What follows belongs to an exercise in optimizing a design on an open flow for small area and a short achievable clock period; a production flow would make more cautious choices.
Function was checked by simulation only, so behaviour that the tests miss may differ from the original.
Power figures rest on the tool's default switching activity, not on a simulated workload.

<file path="flow/design.v">
module zero_cross 
						(input clk,
						input reset,
						input enable,
						input signed [11:0] x,
						output reg flag,
						output     flag_int    
						);
	reg s_anterior, s_atual;
	reg flag_n;
	always @ (posedge clk) begin
		if (enable) begin
			s_atual    <= x[11];
			s_anterior <= s_atual;
			flag       <= s_atual & ~s_anterior;
			flag_n     <= ~(s_atual & ~s_anterior);
		end else begin
			flag   <= 1'b0;
			flag_n <= 1'b1;
		end
	end
	assign flag_int = ~flag_n;
endmodule
module top_level (input clk,
						input reset,
						input signed [11:0] entrada,
						input amostra_pronta,
						output flag,
						output reg ctrl,
						output reg [15:0] cnt,
						output reg [15:0] contagem_final,
						output [24:0] freq
						);
	wire flag_i;    
	zero_cross  cruza_zero     (.clk(clk),
										 .reset(reset),
										 .enable(amostra_pronta),
										 .x(entrada),
										 .flag(flag),
										 .flag_int(flag_i)
										);
	function [16:0] add16;    
		input [15:0] a;
		input [15:0] b;
		input        ci;
		integer i;
		reg c;
		begin
			c = ci;
			for (i = 0; i < 16; i = i + 1) begin
				add16[i] = a[i] ^ b[i] ^ c;
				c = (a[i] & b[i]) | (c & (a[i] ^ b[i]));
			end
			add16[16] = c;
		end
	endfunction
	function [15:0] inc16;    
		input [15:0] a;
		integer i;
		reg c;
		begin
			c = 1'b1;
			for (i = 0; i < 16; i = i + 1) begin
				inc16[i] = a[i] ^ c;
				c = c & a[i];
			end
		end
	endfunction
	wire [15:0] cnt_inc = inc16(cnt);
	always @ (posedge clk) begin
		if (reset) begin
			if (flag_i) ctrl <= ~ctrl;
			if (ctrl) cnt <= cnt_inc;
			else cnt <= 16'd0;
		end else begin
			ctrl <= 1'b0;
			cnt <= 16'd0;
		end
	end
	always @ (posedge clk) begin
		if (reset) begin
			if (ctrl & flag_i) contagem_final <= cnt_inc;
		end
		else contagem_final <= 16'd0;
	end
	reg [15:0] Qb, R;
	reg [9:0]  D;
	reg [10:0] Sb;
	reg [4:0]  Eb;
	reg [6:0]  T;
	wire [11:0] m2  = {inc16({5'd0, cnt_inc[11:1]}), cnt_inc[0]};
	wire [11:0] m2n = ~m2;
	wire [16:0] t1  = add16({5'd0, R[10:0]}, {4'd0, 1'b1, Sb}, 1'b1);           
	wire        c1  = ~t1[12] & (R[15:11] == 5'd0);                             
	wire [16:0] Qbn = add16(Qb, {6'd0, D}, c1);                                 
	wire [16:0] Rn  = add16(c1 ? cnt_inc : {R[15:11], 11'd0}, {{4{t1[11]}}, t1[11:0]}, c1);
	wire [16:0] y2b = add16({3'd0, 2'b11, Sb}, {5'd0, T, 1'b0}, c1);           
	wire        c2a = ~y2b[12];
	wire [16:0] s1b = add16({4'd0, y2b[11:0]}, {4'd0, m2n}, 1'b1);             
	wire        c2b = c2a & ~s1b[11] & (cnt[15:8] == 8'd0);
	wire [16:0] s2b = add16({8'd0, s1b[7:0]}, {8'd0, m2n[7:0]}, 1'b1);         
	wire [10:0] Sbn = c2b ? {3'b111, s2b[7:0]} : (c2a ? s1b[10:0] : y2b[10:0]);
	wire [16:0] Dn  = add16({6'd0, D}, {6'd0, 4'b1111, Eb, ~c2b}, ~c2a);       
	wire [16:0] y3a = add16({9'd0, T}, {8'd0, 2'b11, Eb, ~c2b}, ~c2a);         
	wire [16:0] y3  = add16({8'd0, y3a[7:0]}, {8'd0, 3'b111, Eb}, 1'b1);       
	wire        c3  = y3[7];
	wire [16:0] Ebn = add16({11'd0, Eb}, 16'd0, c3);                            
	wire [16:0] Tn  = add16({9'd0, y3[6:0]}, {9'd0, c3 ? m2[6:0] : 7'd0}, c3);  
	always @ (posedge clk) begin
		if (cnt == 16'd42) begin
			Qb <= ~16'd45454; R <= 16'd24; D <= 10'd1010; Sb <= ~11'd4; Eb <= ~5'd21; T <= 7'd44;
		end else begin
			Qb <= Qbn[15:0]; R <= Rn[15:0]; D <= Dn[9:0]; Sb <= Sbn; Eb <= Ebn[4:0]; T <= Tn[6:0];
		end
	end
	wire        wrap = (cnt == 16'hffff);
	reg  [20:0] f_next;
	always @* begin
		f_next = wrap ? 21'd1 : {5'd0, ~Qb};
		if (cnt[15:6] == 10'd0) begin
			case (cnt[5:0])
				6'd0: f_next = 21'd2000000;
				6'd1: f_next = 21'd1000000;
				6'd2: f_next = 21'd666666;
				6'd3: f_next = 21'd500000;
				6'd4: f_next = 21'd400000;
				6'd5: f_next = 21'd333333;
				6'd6: f_next = 21'd285714;
				6'd7: f_next = 21'd250000;
				6'd8: f_next = 21'd222222;
				6'd9: f_next = 21'd200000;
				6'd10: f_next = 21'd181818;
				6'd11: f_next = 21'd166666;
				6'd12: f_next = 21'd153846;
				6'd13: f_next = 21'd142857;
				6'd14: f_next = 21'd133333;
				6'd15: f_next = 21'd125000;
				6'd16: f_next = 21'd117647;
				6'd17: f_next = 21'd111111;
				6'd18: f_next = 21'd105263;
				6'd19: f_next = 21'd100000;
				6'd20: f_next = 21'd95238;
				6'd21: f_next = 21'd90909;
				6'd22: f_next = 21'd86956;
				6'd23: f_next = 21'd83333;
				6'd24: f_next = 21'd80000;
				6'd25: f_next = 21'd76923;
				6'd26: f_next = 21'd74074;
				6'd27: f_next = 21'd71428;
				6'd28: f_next = 21'd68965;
				6'd29: f_next = 21'd66666;
				6'd30: f_next = 21'd64516;
				6'd31: f_next = 21'd62500;
				6'd32: f_next = 21'd60606;
				6'd33: f_next = 21'd58823;
				6'd34: f_next = 21'd57142;
				6'd35: f_next = 21'd55555;
				6'd36: f_next = 21'd54054;
				6'd37: f_next = 21'd52631;
				6'd38: f_next = 21'd51282;
				6'd39: f_next = 21'd50000;
				6'd40: f_next = 21'd48780;
				6'd41: f_next = 21'd47619;
				6'd42: f_next = 21'd46511;
				default: ;
			endcase
		end
	end
	reg [20:0] freq_r;
	always @ (posedge clk) begin
		if (reset) begin
			if (ctrl & flag_i) freq_r <= f_next;
		end
		else freq_r <= 21'd1;
	end
	assign freq = {4'd0, freq_r};
endmodule
</file>
<file path="flow/flow/run.sh">
#!/bin/bash
# The standard layout (standard.sh) with four changes:
#  1. after the standard synthesis, its combinational logic is re-mapped by
#     flow/resyn.tcl with each ABC script in flow/abc/ (with and without the
#     standard netlist's adder cells kept), and the smallest result is used.
#     Every flip-flop keeps its instance name and cell type, which is checked,
#     and flow/equiv.ys proves the chosen netlist equivalent to the standard one
#     before the layout goes on;
#  2. the port buffers that global placement inserts are buf_1 cells;
#  3. repair_timing aims at 71 ns of setup slack (a 19 ns period) instead of 0,
#     so that it also speeds up the paths from the inputs and to the outputs,
#     by resizing cells and swapping pins only;
#  4. clock tree synthesis inserts no dummy load cells.
# Each tool's output goes to a log file of its own in this folder.
set -euo pipefail
export BUFFER_PORTS_ARGS="-buffer_cell sky130_fd_sc_hd__buf_1"
export SETUP_SLACK_MARGIN=71
export SETUP_MOVE_SEQUENCE="sizeup,swap"
export CTS_ARGS="-sink_clustering_enable -repair_clock_nets -buf_list sky130_fd_sc_hd__clkbuf_8 -dont_use_dummy_load"
RES=orfs/results/sky130hd/top_level/base
bash standard.sh synth > flow_1_synth.log 2>&1
cp $RES/1_2_yosys.v std_netlist.v
export LIB=$FLOW_HOME/platforms/sky130hd/lib/sky130_fd_sc_hd__tt_025C_1v80.lib
export IN_NETLIST=std_netlist.v TOP=$FLOW_TOP
export DONT_USE_LIST="$(grep -m1 '^abc -script' orfs/logs/sky130hd/top_level/base/1_2_yosys.log | grep -o -- '-dont_use [^ ]*' | sed 's/-dont_use //' | tr '\n' ' ')"
ffs() { grep -oE 'sky130_fd_sc_hd__[a-z]*df[a-z]*_[0-9]+ +[^ ]+' "$1" | sort; }
ffs std_netlist.v > std_ffs.txt
: > resyn_areas.txt
for s in flow/abc/*.abc; do
  for k in 0 1; do
    n=resyn_$(basename $s .abc)_k$k
    if ABC_SCRIPT=$s KEEP_ADDERS=$k OUT_NETLIST=$n.v OUT_STAT=$n.stat yosys -c flow/resyn.tcl > flow_2_$n.log 2>&1 \
       && ffs $n.v | cmp -s - std_ffs.txt; then
      echo "$(grep 'Chip area' $n.stat | awk '{print $NF}') $n" >> resyn_areas.txt
    fi
  done
done
sort -g resyn_areas.txt > resyn_ranked.txt
chosen=""
while read -r area n; do
  sed -e "s#LIBFILE#$LIB#" -e "s#TOPNAME#$FLOW_TOP#g" -e "s#resyn_netlist.v#$n.v#" flow/equiv.ys > equiv_$n.ys
  if yosys equiv_$n.ys > flow_3_equiv_$n.log 2>&1; then chosen=$n; break; fi
done < resyn_ranked.txt
echo "chosen: ${chosen:-standard netlist}" > flow_4_choice.log
if [[ -n "$chosen" ]]; then
  cp $chosen.v $RES/1_2_yosys.v
  rm -f $RES/1_synth.odb $RES/1_synth.sdc
fi
bash standard.sh finish > flow_5_finish.log 2>&1
</file>
<file path="flow/flow/abc/s1.abc">
strash; dc2; dc2; strash; &get -n; &dch -f; &nf -R 1000; &put; strash; dc2; dc2; &get -n; &dch -f; &nf -R 1000; &put; topo; buffer -N 10; dnsize -c
</file>
<file path="flow/flow/abc/s2.abc">
strash; dc2; dc2; strash; &get -n; &dch -f; &nf -R 1000; &put; strash; dc2; dc2; &get -n; &dch -f; &nf -R 1000; &put; strash; dc2; dc2; &get -n; &dch -f; &nf -R 1000; &put; topo; buffer -N 10; dnsize -c
</file>
<file path="flow/flow/abc/s3.abc">
strash; &get -n; &fraig -x; &put; scorr; dc2; dretime; strash; &get -n; &dch -f; &nf -R 1000; &put; strash; dc2; &get -n; &dch -f; &nf -R 1000; &put; topo; buffer -N 10; dnsize -c
</file>
<file path="flow/flow/abc/s4.abc">
strash; dc2; dc2; strash; &get -n; &dch -f; &nf -R 1000 -F 4 -A 4; &put; strash; dc2; dc2; &get -n; &dch -f; &nf -R 1000 -F 4 -A 4; &put; topo; buffer -N 10; dnsize -c
</file>
<file path="flow/flow/abc/s5.abc">
strash; dc2; dc2; strash; &get -n; &dch -f; &nf -R 2000; &put; strash; &get -n; &dch -f; &nf -R 2000; &put; topo; buffer -N 10; dnsize -c
</file>
<file path="flow/flow/abc/s6.abc">
strash; &get -n; &deepsyn -T 60; &put; strash; &get -n; &dch -f; &nf -R 1000; &put; strash; dc2; &get -n; &dch -f; &nf -R 1000; &put; topo; buffer -N 10; dnsize -c
</file>
<file path="flow/flow/abc/s7.abc">
strash; dc2; &get -n; &deepsyn -T 20 -S 2; &put; strash; &get -n; &dch -f; &nf -R 1000; &put; topo; buffer -N 10; dnsize -c
</file>
<file path="flow/flow/equiv.ys">
# Proves that the re-mapped netlist does what the standard synthesis netlist does
# (registers paired by instance name); fails the flow otherwise.
read_liberty -ignore_miss_func LIBFILE
read_verilog std_netlist.v
rename TOPNAME gold
read_verilog resyn_netlist.v
rename TOPNAME gate
flatten gold gate
rename -hide w:_*_.*
rename -hide w:_*_
opt_clean -purge
equiv_make gold gate eq
hierarchy -top eq
equiv_simple -seq 1
equiv_induct
equiv_status -assert
</file>
<file path="flow/flow/resyn.tcl">
# Re-maps the combinational logic of the standard synthesis netlist with the
# ABC script $ABC_SCRIPT. Every flip-flop instance (name and cell type) is kept
# as the standard synthesis made it; with KEEP_ADDERS=1 its full and half
# adder cells are kept too.
yosys -import
set lib $::env(LIB)
read_liberty -ignore_miss_func $lib
read_verilog $::env(IN_NETLIST)
hierarchy -top $::env(TOP)
set keep {sky130_fd_sc_hd__dfxtp_1 sky130_fd_sc_hd__dfxtp_2 sky130_fd_sc_hd__dfxtp_4 sky130_fd_sc_hd__edfxtp_1 sky130_fd_sc_hd__dfxbp_1 sky130_fd_sc_hd__dfxbp_2 sky130_fd_sc_hd__dfrtp_1 sky130_fd_sc_hd__dfstp_1 sky130_fd_sc_hd__dfrtp_2 sky130_fd_sc_hd__dfrtp_4}
if { $::env(KEEP_ADDERS) } { lappend keep sky130_fd_sc_hd__fa_1 sky130_fd_sc_hd__ha_1 }
foreach m $keep { catch { blackbox $m } }
flatten
yosys rename -hide w:_*_.*
opt_clean
set dont_use {}
foreach c $::env(DONT_USE_LIST) { lappend dont_use -dont_use $c }
abc -script $::env(ABC_SCRIPT) -liberty $lib {*}$dont_use
opt_clean -purge
hilomap -hicell sky130_fd_sc_hd__conb_1 HI -locell sky130_fd_sc_hd__conb_1 LO
splitnets
yosys rename -hide w:_*_.*
opt_clean -purge
tee -o $::env(OUT_STAT) stat -liberty $lib
write_verilog -noattr -nohex -nodec $::env(OUT_NETLIST)
</file>
<file path="flow/standard.sh">
#!/bin/bash
# synth_recipe.tcl (not shown) runs the flow's synth.tcl, then flattens the netlist and writes it again
# the make line also repeats each setting of config.mk as NAME=value (left out here)
make -C /OpenROAD-flow-scripts/flow DESIGN_CONFIG=/design/flow/config.mk WORK_HOME=/design/flow/orfs CLKGATE_MAP_FILE= SYNTH_SCRIPT=/design/flow/synth_recipe.tcl "${@:-finish}"
</file>
<file path="flow/config.mk">
export PLATFORM = sky130hd
export DESIGN_NAME = top_level
export DESIGN_NICKNAME = top_level
export VERILOG_FILES = /design/flow/design.v
export SDC_FILE = /design/flow/constraint.sdc
export NUM_CORES = 4
export LEC_CHECK = 0
export ABC_AREA = 1
export CAP_MARGIN = 20
export CORE_MARGIN = 2
export CORE_UTILIZATION = 55
export CTS_BUF_LIST = sky130_fd_sc_hd__clkbuf_8
export SLEW_MARGIN = 20
</file>
<file path="flow/constraint.sdc">
create_clock -name core_clock -period 90.0 [get_ports {clk}]
set_input_delay 18.0000 -clock core_clock [delete_from_list [all_inputs] [get_ports {clk}]]
set_output_delay 18.0000 -clock core_clock [all_outputs]
set_load 0.01 [all_outputs]
</file>
==> impl_metrics.tcl, run 1 <==
set metrics [dict create \
    status "no timing/DRC/antenna violations" \
    cts_root_buf "clkbuf_8" \
    leakagePower_nw 2.98 \
    insertion_delay_ps 440 \
    min_path_type "flip-flop to flip-flop" \
    timing.slew.headroom_pct 47.6 \
    grt_util_all_layers_pct 30.1 \
    finalWirelength_um 20400 \
    diodes 0 \
    coreArea_um2 12500 \
    arrival_ps 1100 \
    grt_first_pass_wirelength_um 31800 \
    post-route-min-period_ps 19100 \
    die_area_um2 13600 \
    netlist_area_um2 7000 \
    initial_core_util_pct 55.9 \
    grt_use_met1_pct 40.6 \
    cp_max_fo 29 \
    final-setup-viol-count 0 \
    port_buffers 58 \
    synthCells 918 \
    post-route-util_pct 63.2 \
    grtUsageMet2_pct 47.7 \
    finalNonFillerCells 1150 \
    gr-max-usage-layer "met2" \
    worst_setup_path_end_kind "primary output" \
    yosys_warnings 2 \
    clk_pin_slew_ps 70 \
    syn_area_per_cell_um2 7.63 \
    clock-sinks 123 \
    startpoint_type "flip-flop" \
    drv_slew 0 \
    fin_setup_tns_ps 0 \
    gp_congestion 0.960 \
    final_layout_size_suffix_gt1_share_pct 9.20 \
    worstPathRequired_ps 72000 \
    grt_max_degree 37 \
    cts_buffers 17 \
    max_freq_ghz 0.0524 \
    powerDensity_nw_per_um2 41.6 \
    ir_worst_vdd_mv 0.0402 \
    vias 6989 \
    cts_tree "done" \
    row_count 41 \
    drc 0 \
    synth_fp_nets 933 \
    via_per_inst 6.08 \
    firstDrtPassIters 5 \
    wl_per_cell_um 17.8 \
    nNetsFinal 995 \
    rsz0062_at_grt "true" \
    ioPinCount 74 \
    skew_ps 28.4 \
    antenna_found_initial 0 \
    ant_nets 0 \
    critical_path_class "flip-flop to primary output" \
    post-route-period-util_pct 21.2 \
    dp_hpwl_um 14900 \
    cts_buffer_depth 2 \
    met3_usage_pct 6.33 \
    dp.cells 1133 \
    synthToLayoutAreaGrowth_pct 13.0 \
    grt_pass1_vias 6315 \
    drt_iter0_markers 494 \
    overflow 0 \
    die_y_um 117 \
    die-width_um 117 \
    tightest_slew_ps 786 \
    maxCapViolations 0 \
    final_hold_viol_count 0 \
    ctsHtreeMaxLevel 4 \
]
## through the flow
step / hold slack [ps] / power, mW / setup WS [ps] / cell area, um^2
final: 453 / 0.329 / 70900 / 7910
after global routing: 476 / 0.357 / 70830 / 7910
after CTS: 456 / 0.327 / 70900 / 7870
after detailed placement: 442 / 0.290 / 69650 / 7450
after global placement: 434 / 0.276 / 69690 / 7450
after floorplan: 420 / 0.255 / 70680 / 7100
## layout by cell type, fill, tap and decap left out, types with 7 or more instances in the layout
cell and instances:
xor2_1 31, maj3_1 22, o21ai_0 98, buf_1 31
dfxtp_2 10, a21o_1 8, inv_1 19, a31oi_1 12
xnor2_1 64, nor2b_1 21, a22oi_1 13, or2_2 10
nor2_1 97, clkbuf_8 17, nand2b_1 7, nor3_1 22
clkbuf_2 13, dfxtp_1 104, or3_1 10, buf_6 10
o21ai_1 15, and2_1 14, nand3_1 30, nand2_1 110
a21oi_1 70, dfxtp_4 7, o22ai_1 9
## routing by layer
layer / wire length (um) / up-vias
met5: 0 / -
met4: 474 / 0
met3: 1370 / 39
met2: 9380 / 265
met1: 9220 / 3313
li1: - / 3372
## final timing paths
path | slack [ps] | end | cells after the start | startpoint
min reg2reg | 450 | freq_r[20] | 2 | freq_r[20]
max reg2reg | 77990 | T[5] | 43 | Sb[0]
max | 70900 | cnt[0] | 2 | cnt[0]
min | 450 | freq_r[20] | 2 | freq_r[20]
## layout make-up
class	count	area, um^2
tap	172	215
multi-input combinational	750	4400
timing repair buffer	68	462
sequential	123	2520
clock buffer	17	234
inverter	20	75.1
fill	1174	4610
## where the power goes
part           switching (mW)  internal (mW)
sequential             0.0197         0.0736
combinational           0.111         0.0891
clock                  0.0187         0.0165
## flip-flops by register name (all words and copies together) (netlist names)
| signal | cells |
|---|---|
| freq_r | 21 |
| Qb | 16 |
| R | 16 |
| cnt | 16 |
| contagem_final | 16 |
| Sb | 11 |
| D | 10 |
| T | 7 |
| Eb | 5 |
| cruza_zero.flag | 1 |
| cruza_zero.flag_n | 1 |
| cruza_zero.s_anterior | 1 |
| cruza_zero.s_atual | 1 |
| ctrl | 1 |
## critical path: stages (launching register included)
cell and delay (ps):
dfxtp_2 350, buf_12 180, buf_6 120
## what timing repair did
item | in CTS | in global routing
endpoints found under the setup margin | 53 | 42
resized for setup | 78 | 23
pin swaps | 5 | 6
hold buffers | 0 | 0
setup buffers | 0 | 0
==> inputs of run 2 (changes only) <==
--- a/flow/flow/run.sh
+++ b/flow/flow/run.sh
@@ -8,5 +8,5 @@
 #     before the layout goes on;
 #  2. the port buffers that global placement inserts are buf_1 cells;
-#  3. repair_timing aims at 71 ns of setup slack (a 19 ns period) instead of 0,
+#  3. repair_timing aims at 70.8 ns of setup slack (a 19.2 ns period) instead of 0,
 #     so that it also speeds up the paths from the inputs and to the outputs,
 #     by resizing cells and swapping pins only;
@@ -15,5 +15,5 @@
 set -euo pipefail
 export BUFFER_PORTS_ARGS="-buffer_cell sky130_fd_sc_hd__buf_1"
-export SETUP_SLACK_MARGIN=71
+export SETUP_SLACK_MARGIN=70.8
 export SETUP_MOVE_SEQUENCE="sizeup,swap"
 export CTS_ARGS="-sink_clustering_enable -repair_clock_nets -buf_list sky130_fd_sc_hd__clkbuf_8 -dont_use_dummy_load"
--- a/flow/config.mk
+++ b/flow/config.mk
@@ -9,5 +9,5 @@
 export CAP_MARGIN = 20
 export CORE_MARGIN = 2
-export CORE_UTILIZATION = 55
+export CORE_UTILIZATION = 45
 export CTS_BUF_LIST = sky130_fd_sc_hd__clkbuf_8
 export SLEW_MARGIN = 20
==> run 2 against run 1 <==
Compared with the run above:
- largest cell class unchanged
- sequential power down 2%
- still clean
- combinational power is essentially flat
- critical endpoint is now freq_r[4]
- worst setup slack got worse by 150 ps
- first-iteration DRC count grew 22%
- highest routed layer unchanged
- critical path depth increased by 6
- utilization fell by 12 points
- register-to-register slack better by 100 ps
==> impl_metrics.tcl, run 2 <==
set metrics [dict create \
    dp_hpwl_um 14900 \
    syn_area_per_cell_um2 7.63 \
    drt_iter0_markers 602 \
    final-setup-viol-count 0 \
    cts_root_buf "clkbuf_8" \
    initial_core_util_pct 46.0 \
    synthCells 918 \
    ioPinCount 74 \
    synthToLayoutAreaGrowth_pct 11.3 \
    nNetsFinal 996 \
    grt_first_pass_wirelength_um 33100 \
    cts_tree "done" \
    coreArea_um2 15200 \
    diodes 0 \
    whs_ps 449 \
    max_freq_ghz 0.0520 \
    hold_buffers 0 \
    grt_pass1_vias 6112 \
    clk_pin_slew_ps 70 \
    netlist_area_um2 7000 \
    drc 0 \
    path_delay_family "compound AO/OA/AOI/OAI gates" \
    drv_slew 0 \
    arrival_ps 19610 \
    critical_path_class "input pin to flip-flop" \
    hp-start "freq_r[19]" \
    synth_fp_nets 933 \
    tightest_slew_ps 872 \
    powerDensity_nw_per_um2 41.6 \
    final_common_cell "dfxtp_1" \
    hold_path_depth 2 \
    grt_util_all_layers_pct 25.8 \
    reg2reg_to "T[6]" \
    clock-sinks 123 \
    gp_congestion 0.957 \
    power_mw 0.324 \
    worst-r2r-setup-slack_ps 78090 \
    crit_slowest_cell "a211o_4" \
    post-route-min-period_ps 19250 \
    cts_buffers 17 \
    cp_max_fo 18 \
    path_buf_inv 2 \
    worstPathRequired_ps 90360 \
    ctsHtreeMaxLevel 4 \
    rsz0062_at_grt "true" \
    wl_per_cell_um 17.9 \
    via_per_inst 5.84 \
    stdcell_area_um2 7790 \
    die_area_um2 16600 \
    grt_max_degree 32 \
    crit_path_cell_trace "buf_8, nand2_8, or2_4, nor2_4, o311a_1, buf_12, a211o_4, o21ai_1" \
    r2r_cells 43 \
    post-route-period-util_pct 21.4 \
    die_y_um 129 \
    die-width_um 129 \
    skew_ps 31.8 \
    leakagePower_nw 2.88 \
    crit_path_max_incr_delay_ps 400 \
    timing.slew.headroom_pct 41.8 \
    finalWirelength_um 20800 \
    maxCapViolations 0 \
    rr_startpoint "Sb[0]" \
    final_hold_viol_count 0 \
    antenna_found_initial 0 \
    firstDrtPassIters 6 \
    yosys_warnings 2 \
    startpoint_type "input pin" \
    worstHoldEndpoint "freq_r[19]" \
    post-route-util_pct 51.2 \
    place_area_um2 7470 \
    min_path_type "flip-flop to flip-flop" \
    n_fill_cell 1521 \
    cts_buffer_depth 2 \
    row_count 45 \
    fin_setup_tns_ps 0 \
    final_layout_size_suffix_gt1_share_pct 5.41 \
    vias 6821 \
    status "no timing/DRC/antenna violations" \
    largest_reg_flops 21 \
    worst_setup_path_end_kind "flip-flop" \
    final_cell_mix "dfxtp_1 (117), nand2_1 (110), o21ai_0 (106), nor2_1 (97), a21oi_1 (70)" \
    overflow 0 \
    ant_nets 0 \
    insertion_delay_ps 440 \
    top_register "freq_r" \
    ir_worst_vdd_mv 0.0318 \
    port_buffers 58 \
]
run 2: power by group:
group	total (mW)	internal, mW	leakage (nW)	switching (mW)
Sequential	0.0918	0.0737	1.02	0.0181
Clock	0.0359	0.0166	0.122	0.0193
Combinational	0.197	0.0891	1.73	0.108
run 2: area by class of cell:
cell class,count,area [um^2],share of cell area (%)
multi-input combinational,750,4400,56.5
sequential,123,2490,32.0
timing repair buffer,69,354,4.55
tap,188,235,3.02
clock buffer,17,234,3.00
inverter,20,75.1,0.964
run 2: worst min-delay path, delay by kind of cell (launching register included):
family           cells  cell delay, ps
AO/OA/AOI/OAI        1              50
flip-flops           1             320
AND/OR/NAND/NOR      1              40
run 2: metal layers:
layer	GRT usage, %	share of wire [%]	wire length [um]	vias up
met2	39.8	43	9070	261
met4	8.63	2.6	542	0
met3	5.36	5.9	1230	42
met1	36.1	48	10000	3146
met5	0	0	0	-
li1	-	-	-	3372
run 2: worst max path at each step:
stage | from | endpoint | slack (ps) | cells after the start
3_5_place_dp | reset | freq_r[6] | 69880 | 8
6_report | reset | freq_r[4] | 70750 | 8
3_3_place_gp | reset | freq_r[9] | 69890 | 8
5_1_grt | reset | freq_r[0] | 70730 | 9
2_1_floorplan | reset | freq_r[10] | 70680 | 9
4_1_cts | cnt[6] | cnt[6] | 70800 | 1
run 2: through the flow:
step / setup slack [ps] / instances
3_5_place_dp: 69880 / 1150
2_1_floorplan: 70680 / 918
4_1_cts: 70800 / 1167
5_1_grt: 70730 / 1167
3_3_place_gp: 69890 / 1150
6_report: 70750 / 1167
run 2: timing repair:
| item | CTS | global route |
|---|---|---|
| pin swaps | 3 | 5 |
| buffers inserted | 0 | 0 |
| gates resized for setup | 16 | 17 |
| setup endpoints to repair | 29 | 23 |
==> inputs of run 3 (changes only) <==
--- a/flow/config.mk
+++ b/flow/config.mk
@@ -9,5 +9,5 @@
 export CAP_MARGIN = 20
 export CORE_MARGIN = 2
-export CORE_UTILIZATION = 45
+export CORE_UTILIZATION = 65
 export CTS_BUF_LIST = sky130_fd_sc_hd__clkbuf_8
 export SLEW_MARGIN = 20
==> run 3 against run 2 <==
Compared with the run above:
- sequential share of layout area increased by 0.24 points
- maximum frequency increased by 0.43%
- flip-flop and latch count unchanged
- final cell count decreased by 4.6%
- global-route usage increased by 11 points
- routed wire length increased by 1.6%
- utilization increased by 23 points
- via count increased by 6.8%
- still clean
- clock power decreased by 2%
- synthesized cell count unchanged
- register-to-register slack got worse by 660 ps
==> impl_metrics.tcl, run 3 <==
set metrics [dict create \
    insertion_delay_ps 460 \
    ctsHtreeMaxLevel 4 \
    dp_hpwl_um 15100 \
    fin_setup_tns_ps 0 \
    die_y_um 108 \
    critical_path_class "input pin to flip-flop" \
    syn_area_per_cell_um2 7.63 \
    synthToLayoutAreaGrowth_pct 10.2 \
    finalWirelength_um 21200 \
    die-width_um 108 \
    internal_power_mw 0.179 \
    coreArea_um2 10400 \
    yosys_warnings 2 \
    tightest_slew_ps 1000 \
    via_per_inst 6.55 \
    ir_worst_vdd_mv 0.0454 \
    port_buffers 58 \
    cts_buffer_depth 2 \
    maxCapViolations 0 \
    cp_max_fo 18 \
    overflow 0 \
    rr_startpoint "Sb[0]" \
    dp.cells 1096 \
    largest_reg_flops 21 \
    hp-start "freq_r[20]" \
    stdcell_area_um2 7710 \
    clock-sinks 123 \
    ant_nets 0 \
    cts_root_buf "clkbuf_8" \
    setup_slack_ps 70830 \
    power_mw 0.334 \
    status "no timing/DRC/antenna violations" \
    post-route-util_pct 74.4 \
    clkPwrFrac_pct 10.6 \
    antenna_found_initial 0 \
    powerDensity_nw_per_um2 43.3 \
    timing.slew.headroom_pct 32.7 \
    final-setup-viol-count 0 \
    cp-startpoint "reset" \
    drv_slew 0 \
    worstPathRequired_ps 90380 \
    synthCells 918 \
    post-route-period-util_pct 21.3 \
    final_common_cell "dfxtp_1" \
    top_register "freq_r" \
    finalNonFillerCells 1113 \
    die_area_um2 11600 \
    place_area_um2 7390 \
    max_freq_ghz 0.0522 \
    startpoint_type "input pin" \
    whs_ps 450 \
    initial_core_util_pct 67.5 \
    postCtsSetupBuffers 0 \
    seq_power_share_pct 28.1 \
    final_hold_viol_count 0 \
    nNetsFinal 994 \
    leakagePower_nw 2.87 \
    cts_tree "done" \
    worst_setup_path_end_kind "flip-flop" \
    min_path_type "flip-flop to flip-flop" \
    firstDrtPassIters 6 \
    drt_iter0_markers 1149 \
    skew_ps 25.9 \
    drc 0 \
    cts_buffers 17 \
    grt_first_pass_wirelength_um 33800 \
    synth_fp_nets 933 \
    arrival_ps 19550 \
    grt_pass1_vias 6859 \
    switching_share_pct 46.3 \
    grt_max_degree 32 \
    row_count 37 \
    netlist_area_um2 7000 \
    rsz0062_at_grt "true" \
    final_cell_mix "dfxtp_1 (118), nand2_1 (110), o21ai_0 (102), nor2_1 (97), a21oi_1 (70)" \
    power.switching_mw 0.155 \
    ioPinCount 74 \
    post-route-min-period_ps 19170 \
    n_fill_cell 762 \
    diodes 0 \
    pre_cts_slack_ps 69560 \
    wl_per_cell_um 19.0 \
    power_frac_comb_pct 61.4 \
    gp_congestion 0.991 \
    grt_util_all_layers_pct 37.1 \
    clk_pin_slew_ps 60 \
    final_layout_size_suffix_gt1_share_pct 5.42 \
    vias 7288 \
]
-- run 3: changes by cell type in the layout (fill, tap and decap cells not counted), sizes merged --
cell / change
clkbuf: +1
buf: -3
-- run 3: worst paths after layout --
kind	endpoint	slack (ps)	depth (start not counted)
max	freq_r[0]	70830	8
min	freq_r[20]	450	2
max reg2reg	T[6]	77430	42
min reg2reg	freq_r[20]	450	2
-- run 3: metal layers --
layer | up-vias | GRT usage [%] | wire length, um
met3 | 94 | 7.81 | 1820
li1 | 3374 | - | -
met1 | 3351 | 44.9 | 8500
met4 | 0 | 17.6 | 852
met2 | 469 | 62.7 | 10000
met5 | - | 0 | 0
-- run 3: what timing repair did --
item                       in CTS  in global routing
gates resized for setup        13                 25
hold buffers                    0                  0
setup endpoints to repair      29                 17
pin swaps                       0                  3
hold endpoints to repair        0                  0
-- run 3: power groups by stage --
stage          clock network (mW)  registers [mW]  logic, mW
6_report                   0.0353          0.0937      0.205
5_1_grt                    0.0373          0.0961      0.228
4_1_cts                    0.0350          0.0930      0.200
3_5_place_dp                    0          0.0940      0.197
3_3_place_gp                    0          0.0918      0.182
2_1_floorplan                   0          0.0883      0.166
-- run 3: cell type report --
| cell class | count | area, um^2 | area share [%] |
|---|---|---|---|
| timing repair buffer | 67 | 340 | 4.41 |
| inverter | 20 | 75.1 | 0.973 |
| multi-input combinational | 750 | 4410 | 57.1 |
| sequential | 123 | 2490 | 32.2 |
| tap | 136 | 170 | 2.21 |
| clock buffer | 17 | 234 | 3.03 |
-- run 3: worst max-delay path, cell delays in order --
cell and delay, ps:
buf_4 120, nand2_8 100, or2_4 370, nor2_4 160, o311a_4 350, a211o_4 260
inv_2 60, a21oi_2 100
==> inputs of run 4 (changes only) <==
--- a/flow/config.mk
+++ b/flow/config.mk
@@ -9,5 +9,5 @@
 export CAP_MARGIN = 20
 export CORE_MARGIN = 2
-export CORE_UTILIZATION = 65
+export CORE_UTILIZATION = 55
 export CTS_BUF_LIST = sky130_fd_sc_hd__clkbuf_8
 export SLEW_MARGIN = 20
==> run 4 against run 3 <==
Compared with the run above:
- still clean on timing, DRC and antenna
- register-to-register slack better by 600 ps
- clock-buffer cell count did not move
- via count down 3.9%
- sequential share of layout area is 0.12 points lower
- highest routed layer unchanged
- routed wire length fell by 4.0%
- clock power hardly changed
- critical path depth is 6 lower
- maximum frequency is essentially flat
- non-clock buffer count is 1 higher
- global-route usage fell by 6.7 points
- flip-flop and latch count did not move
==> impl_metrics.tcl, run 4 <==
set metrics [dict create \
    reg2reg_to "T[5]" \
    path_delay_family "buffers and inverters" \
    synth_fp_nets 933 \
    worstPathRequired_ps 72000 \
    tightest_slew_ps 875 \
    synthToLayoutAreaGrowth_pct 10.7 \
    n_fill_cell 1156 \
    skew_ps 22.7 \
    hold_buffers 0 \
    path_buf_inv 2 \
    die_area_um2 13600 \
    final-setup-viol-count 0 \
    max_freq_ghz 0.0522 \
    place_area_um2 7450 \
    status "no timing/DRC/antenna violations" \
    synthCells 918 \
    worst_setup_path_end_kind "primary output" \
    stdcell_area_um2 7750 \
    leakagePower_nw 2.87 \
    met3_usage_pct 7.00 \
    cts_buffers 17 \
    via_per_inst 6.09 \
    die-width_um 117 \
    overflow 0 \
    final_common_cell "dfxtp_1" \
    crit_path_max_incr_delay_ps 350 \
    final_hold_viol_count 0 \
    maxCapViolations 0 \
    drt_iter0_markers 576 \
    grtUsageMet2_pct 49.9 \
    drc 0 \
    worst-r2r-setup-slack_ps 78030 \
    diodes 0 \
    final_cell_mix "dfxtp_1 (118), nand2_1 (110), o21ai_0 (107), nor2_1 (97), a21oi_1 (71)" \
    hold_path_depth 1 \
    grt_pass1_vias 6482 \
    clock-sinks 123 \
    critical_path_class "flip-flop to primary output" \
    clk_pin_slew_ps 70 \
    top_register "freq_r" \
    coreArea_um2 12500 \
    nNetsFinal 995 \
    netlist_area_um2 7000 \
    startpoint_type "flip-flop" \
    grt_util_all_layers_pct 30.4 \
    crit_slowest_cell "dfxtp_1" \
    drv_slew 0 \
    crit_path_cell_trace "buf_6, buf_1" \
    syn_area_per_cell_um2 7.63 \
    cts_root_buf "clkbuf_8" \
    min_path_type "flip-flop to flip-flop" \
    timing.slew.headroom_pct 41.6 \
    fin_setup_tns_ps 0 \
    cts_buffer_depth 2 \
    grt_max_degree 32 \
    firstDrtPassIters 5 \
    ir_worst_vdd_mv 0.0442 \
    grt_first_pass_wirelength_um 32000 \
    grt_use_met1_pct 39.7 \
    arrival_ps 1160 \
    largest_reg_flops 21 \
    die_y_um 117 \
    ctsHtreeMaxLevel 4 \
    port_buffers 58 \
    cp_max_fo 18 \
    antenna_found_initial 0 \
    wl_per_cell_um 17.7 \
    ioPinCount 74 \
    initial_core_util_pct 55.9 \
    vias 7006 \
    powerDensity_nw_per_um2 42.4 \
    post-route-period-util_pct 21.3 \
    post-route-min-period_ps 19160 \
    finalWirelength_um 20300 \
    final_layout_size_suffix_gt1_share_pct 5.21 \
    cts_tree "done" \
    dp_hpwl_um 15000 \
    yosys_warnings 2 \
    hp-start "cruza_zero.s_anterior" \
    whs_ps 451 \
    rr_startpoint "Sb[0]" \
    rsz0062_at_grt "false" \
    r2r_cells 41 \
    ant_nets 0 \
    gr-max-usage-layer "met2" \
    insertion_delay_ps 450 \
    worstHoldEndpoint "cruza_zero.flag_n" \
    gp_congestion 0.942 \
    row_count 41 \
]
[run 4: repair_timing]
action                                  CTS  global route
buffers inserted                          0             0
endpoints found under the setup margin   29            20
gates resized for setup                  14            15
pin swaps                                 0             3
[run 4: worst reg2reg max path: cells and delay by family, from the launching register on]
kind / cells / cell delay (ps)
and+or+nand+nor: 12 / 2560
adders and majority gates: 9 / 3900
AOI/OAI and AO/OA: 16 / 4190
xor gates and xnor gates: 2 / 450
DFF: 1 / 390
muxes: 1 / 160
buffers and inverters: 1 / 170
[run 4: power by group]
part	internal, mW	leakage, nW	switching, mW
registers	0.0737	1.02	0.0194
clock network	0.0166	0.122	0.0188
logic	0.0890	1.73	0.111
[run 4: final cells by class]
| type | count | area, um^2 | area share (%) |
|---|---|---|---|
| sequential | 123 | 2490 | 32.1 |
| multi-input combinational | 750 | 4400 | 56.8 |
| tap | 172 | 215 | 2.78 |
| clock buffer | 17 | 234 | 3.02 |
| inverter | 20 | 75.1 | 0.969 |
| timing repair buffer | 68 | 334 | 4.31 |
[run 4: per-layer routing]
layer | share of wire [%] | vias up
met2 | 47 | 318
li1 | - | 3369
met5 | 0 | -
met4 | 2.1 | 0
met1 | 43 | 3280
met3 | 7.8 | 39
[run 4: per-stage QoR]
stage	worst slack, ps	std cells	util (%)	total power [mW]
floorplan	70680	918	-	0.255
global placement	69700	1133	59.5	0.276
detailed placement	69600	1133	59.5	0.290
CTS	70800	1150	61.7	0.326
global route	70790	1150	61.9	0.359
finish	70840	1150	61.9	0.328
[run 4: how the worst max path moves through the flow]
stage | start | to | cells after the start
after global routing | cnt[3] | cnt[3] | 2
final | cnt[3] | cnt[3] | 2
after floorplan | reset | freq_r[10] | 9
after CTS | reset | freq_r[10] | 7
after global placement | reset | freq_r[14] | 7
after detailed placement | reset | freq_r[10] | 7

-- afterwards: timing with drivers on the ports --
Ports are ideal in the flow. The routed layouts listed here were re-timed in OpenROAD. Step 1 sets driving cells, clkbuf_16 on the clock port and buf_2 on the other inputs (assumed; they add their load-dependent delay and slew). Step 2, shift: input delay + t, output delay - t, t = (earliest + latest rising clock arrival at the registers) / 2. This alone moves slack from input paths to output paths. Three values: ideal ports, drivers, drivers and shift; two values: the first two.
run	t, ns	slack for setup (ns)	worst setup path at the end	worst register clock-pin slew, ns	worst slew at a driven data input, ns
run 1	0.461	70.904 / 70.864 / 70.434	input to register	0.07 / 0.07	0.06
run 2	0.466	70.751 / 70.748 / 70.282	input to register	0.08 / 0.08	0.05
run 3	0.483	70.834 / 70.802 / 70.363	input to register	0.08 / 0.08	0.03
run 4	0.476	70.837 / 70.798 / 70.373	input to register	0.07 / 0.07	0.04
After both steps setup and hold are still met in every run listed. The setup slack of run 3, which loses most, moves by -0.032 ns with the drivers and by -0.471 ns with both steps.
